This design comes from an exercise in tuning for small area on the open sky130 flow, not from production work.
RTL that was checked went through simulation tests only; none was proved equivalent to the original.
Power and IR drop assume default switching activity.

// npu
module npu (
    input  logic        clk,
    input  logic        rst_ni,
    input  logic        ena,
    input  logic        wea,
    input  logic [15:0] addra,
    input  logic [31:0] dina,
    output logic [31:0] douta
);
Size: about 2,400 cells after synthesis, roughly 380 flip-flops, ~84 I/O pins, roughly 30,000 um2 of cells after synthesis.
Settings: LEC_CHECK=0, CAP_MARGIN=20, CORE_MARGIN=2, CORE_UTILIZATION=45, CTS_BUF_LIST=sky130_fd_sc_hd__clkbuf_16, CTS_CLUSTER_DIAMETER=100, CTS_CLUSTER_SIZE=24, PLACE_DENSITY=0.6, SLEW_MARGIN=20, SYNTH_HIERARCHICAL=1; clock period 12.0 ns.
run.sh (not shown) runs the stock make flow with config.mk's settings and CLKGATE_MAP_FILE= SYNTH_SCRIPT=/design/flow/synth_recipe.tcl, a recipe that flattens the netlist after the stock synthesis.
Change:
--- a/flow/design.v
+++ b/flow/design.v
@@ -701,23 +701,25 @@
                 conv_w[(i*3+1)*8 +: 8] <= conv_w[(i*3)*8 +: 8];
                 conv_w[(i*3)*8 +: 8]   <= dina[i*8 +: 8];
             end
         if (rst || ctl_n[3]) img_zero <= 3'b111;
         else if (ld_img)     img_zero <= {img_zero[1:0], 1'b0};
         if (rst || ctl_n[4]) w_zero <= 3'b111;
         else if (ld_w)       w_zero <= {w_zero[1:0], 1'b0};
         img_shifted <= ld_img;
         w_shifted   <= ld_w;
         live01      <= ~(img_zero[1:0] | w_zero[1:0]);
     end
-    wire take = (state == S_CONV1_LD || state == S_CONV2_LD) && host_trigger && !host_next_state;
+    logic take;
+    always_ff @(posedge clk)
+        take <= (state_n == S_CONV1_LD || state_n == S_CONV2_LD) && ctl_n[0] && !ctl_n[1];
     logic [19:0] dot_r;
     conv_dp u_dot (.di(img), .dw(conv_w), .fi(img_zero), .fw(w_zero), .live(live01),
                    .shi(img_shifted), .shw(w_shifted), .ph2(take), .x(conv_x), .r(dot_r));
     wire [19:0] conv_val = conv_x;
     always_ff @(posedge clk) begin
         conv_x <= dot_r;
         if (take) conv_zero <= ~pe_ready;
         if (rst)
             result_reg <= 20'd0;
         else if (state == S_CONV1_CAL)
             result_reg <= (conv_zero || conv_val[19]) ? 20'd0 : conv_val;
Effect: Global-route usage stays flat. Total power grows slightly. Synthesized area stays flat. Clock power grows by a few percent. Worst setup slack improves by 0.39 ns. Cell count shrinks slightly. Critical path depth shrinks by 2. Wire length shrinks slightly. Clock skew grows by 0.0086 ns.

* * *

Setup of P:
Another version of the RTL of npu (not shown whole).
Size: roughly 380 flip-flops, ~84 I/O pins, ~0.027 mm^2 of cells after synthesis.
export LEC_CHECK = 0
export CAP_MARGIN = 20
export CORE_MARGIN = 2
export CORE_UTILIZATION = 60
export CTS_BUF_LIST = sky130_fd_sc_hd__clkbuf_8
export CTS_CLUSTER_DIAMETER = 80
export CTS_CLUSTER_SIZE = 16
export GPL_TIMING_DRIVEN = 0
export PLACE_DENSITY = 0.75
export SLEW_MARGIN = 20
export SYNTH_HIERARCHICAL = 1
create_clock -name core_clock -period 12.0 [get_ports {clk}]
standard.sh (not shown) runs the stock make flow with config.mk's settings and CLKGATE_MAP_FILE= SYNTH_SCRIPT=/design/flow/synth_recipe.tcl, a recipe that flattens the netlist after the stock synthesis.
==> flow/flow/run.sh <==
#!/bin/bash
# The standard ORFS layout (standard.sh), with different buffering:
#  - each port gets a sky130_fd_sc_hd__buf_1 buffer instead of buffer_ports' default cell;
#  - the constant-1 inputs of the adder cells share one tie cell per module (no tie fanout repair).
# repair_design, CTS and repair_timing run as in the standard flow.
set -euo pipefail
cp config.mk flow_config.mk
cat >> flow_config.mk <<'CFG'
export BUFFER_PORTS_ARGS = -buffer_cell sky130_fd_sc_hd__buf_1
export REMOVE_ABC_BUFFERS = 1
export SKIP_REPAIR_TIE_FANOUT = 1
CFG
sed "s#DESIGN_CONFIG=[^ ]*#DESIGN_CONFIG=$PWD/flow_config.mk#" standard.sh > flow_standard.sh
bash flow_standard.sh > flow_standard.log 2>&1
Relative to P, the following input files were edited for Q:
--- a/flow/design.v
+++ b/flow/design.v
@@ -290,24 +290,34 @@
     input  logic [71:0] di,
     input  logic [71:0] dw,
     input  logic [2:0]  fi,
     input  logic [2:0]  fw,
     input  logic [1:0]  live,
     input  logic        shi,
     input  logic        shw,
     input  logic        ph2,
+    input  logic [19:0] x,
+    output logic [19:0] xr,
     input  logic [27:0] lr0, lr1, lr2,
+    output logic [7:0]  u0, v0, u1, v1, u2, v2,
     output logic [19:0] r
 );
   wire [2:0] lc = ~(fi | fw);    
+  assign u0 = ph2 ? (live[1] ? (shi ? di[23:16] : di[15:8]) : 8'd0) : (lc[2] ? di[23:16] : 8'd0);
+  assign v0 = (ph2 && !shw) ? dw[15:8] : dw[23:16];
+  assign u1 = ph2 ? (live[1] ? (shi ? di[47:40] : di[39:32]) : 8'd0) : (lc[2] ? di[47:40] : 8'd0);
+  assign v1 = (ph2 && !shw) ? dw[39:32] : dw[47:40];
+  assign u2 = ph2 ? (live[0] ? (shi ? di[63:56] : di[55:48]) : 8'd0) : (lc[1] ? di[63:56] : 8'd0);
+  assign v2 = (ph2 && !shw) ? dw[55:48] : dw[63:56];
   wire [7:0] u3 = ph2 ? (live[0] ? (shi ? di[39:32] : di[31:24]) : 8'd0) : (lc[0] ? di[7:0] : 8'd0);
   wire [7:0] v3 = ph2 ? (shw ? dw[39:32] : dw[31:24]) : dw[7:0];
   wire [7:0] u4 = (!ph2 && lc[2]) ? di[71:64] : 8'd0;
   wire [7:0] v4 = dw[71:64];
+  assign xr = ph2 ? x : 20'd918016;
   wire [63:0] p3, p4;
   pp8 u_pp3 (.un(~u3), .vn(~v3), .p(p3));
   pp8 u_pp4 (.un(~u4), .vn(~v4), .p(p4));
   wire d_s1, d_c2, d_s3, d_c4, d_s5, d_c6, d_s7, d_c8, d_s9, d_c10, d_s11, d_c12;
   wire d_s13, d_c14, d_s15, d_c16, d_s17, d_c18, d_s19, d_c20, d_s21, d_c22, d_s23, d_c24;
   wire d_s25, d_c26, d_s27, d_c28, d_s29, d_c30, d_s31, d_c32, d_s33, d_c34, d_s35, d_c36;
   wire d_s37, d_c38, d_s39, d_c40, d_s41, d_c42, d_s43, d_c44, d_s45, d_c46, d_s47, d_c48;
   wire d_s49, d_c50, d_s51, d_c52, d_s53, d_c54, d_s55, d_c56, d_s57, d_c58, d_s59, d_c60;
@@ -660,33 +670,24 @@
         img_shifted <= ld_img;
         w_shifted   <= ld_w;
         live01      <= ~(img_zero[1:0] | w_zero[1:0]);
     end
     logic take;
     always_ff @(posedge clk)
         take <= (state_n == S_CONV1_LD || state_n == S_CONV2_LD) && ctl_n[0] && !ctl_n[1];
     logic [19:0] dot_r;
+    logic [7:0]  cu [0:2], cv [0:2];      
     logic [27:0] lrow [0:2];              
+    logic [19:0] conv_xr;                 
     conv_dp u_dot (.di(img), .dw(conv_w), .fi(img_zero), .fw(w_zero), .live(live01),
-                   .shi(img_shifted), .shw(w_shifted), .ph2(take),
-                   .lr0(lrow[0]), .lr1(lrow[1]), .lr2(lrow[2]), .r(dot_r));
-    localparam logic [19:0] CONV_K1 = 20'd918016;
-    wire [2:0] col_live = ~(img_zero | w_zero);
-    logic [7:0] cu [0:2], cv [0:2];
-    assign cu[0] = take ? (live01[1] ? (img_shifted ? img[2*8 +: 8] : img[1*8 +: 8]) : 8'd0)
-                        : (col_live[2] ? img[2*8 +: 8] : 8'd0);
-    assign cv[0] = (take && !w_shifted) ? conv_w[1*8 +: 8] : conv_w[2*8 +: 8];
-    assign cu[1] = take ? (live01[1] ? (img_shifted ? img[5*8 +: 8] : img[4*8 +: 8]) : 8'd0)
-                        : (col_live[2] ? img[5*8 +: 8] : 8'd0);
-    assign cv[1] = (take && !w_shifted) ? conv_w[4*8 +: 8] : conv_w[5*8 +: 8];
-    assign cu[2] = take ? (live01[0] ? (img_shifted ? img[7*8 +: 8] : img[6*8 +: 8]) : 8'd0)
-                        : (col_live[1] ? img[7*8 +: 8] : 8'd0);
-    assign cv[2] = (take && !w_shifted) ? conv_w[6*8 +: 8] : conv_w[7*8 +: 8];
-    wire [19:0] conv_xr = take ? conv_x : CONV_K1;
+                   .shi(img_shifted), .shw(w_shifted), .ph2(take), .x(conv_x), .xr(conv_xr),
+                   .lr0(lrow[0]), .lr1(lrow[1]), .lr2(lrow[2]),
+                   .u0(cu[0]), .v0(cv[0]), .u1(cu[1]), .v1(cv[1]), .u2(cu[2]), .v2(cv[2]),
+                   .r(dot_r));
     wire [19:0] conv_val = conv_x;
     always_ff @(posedge clk) begin
         conv_x <= dot_r;
         if (take) conv_zero <= ~pe_ready;
         if (rst)
             result_reg <= 20'd0;
         else if (state == S_CONV1_CAL)
             result_reg <= (conv_zero || conv_val[19]) ? 20'd0 : conv_val;
### Flow results
Number of global-route vias before repair: higher on P
Per the comparison of Q with P, fill cell instance count of the final layout saw an increase; clock-cell share of area saw a decrease; H-tree level count saw a decrease; fraction of synthesized area in multiplexers saw an increase.
P has higher clock-buffer cell count than Q.
Delta (Q minus P): share of the core filled with cells shows a reduction of 0.84 points; all-layer global routing usage went down.
Function was not checked in any run of this note: the RTL went through the layout flow alone.

==> port drivers added, routing unchanged <==
The results above use ideal ports. As a check the final layouts listed here were re-extracted and re-timed, cells and wires unchanged.
Step 1 (the two cells are an assumption about what drives the block):
set clk [get_ports {clk}]
set_driving_cell -lib_cell sky130_fd_sc_hd__clkbuf_16 $clk
set_driving_cell -lib_cell sky130_fd_sc_hd__buf_2 [delete_from_list [all_inputs] $clk]
Step 2 also shifts input and output timing later by t, the mid clock arrival at the registers, as if the neighbouring blocks saw the same clock.
Slacks: no drivers / after step 1 / after step 2; pairs: no drivers / after step 1.
run	t (ns)	slack for setup (ns)	worst hold slack (ns)
the first run of note 1	0.641	1.138 / 1.138 / 1.138	0.423 / 0.423 / 0.423
the second run of note 1	0.658	1.529 / 1.529 / 1.529	0.451 / 0.451 / 0.451
P	0.657	0.387 / 0.387 / 0.387	0.438 / 0.438 / 0.438
Q	0.713	0.484 / 0.484 / 0.484	0.453 / 0.453 / 0.453
After both steps setup and hold are still met in every run listed.
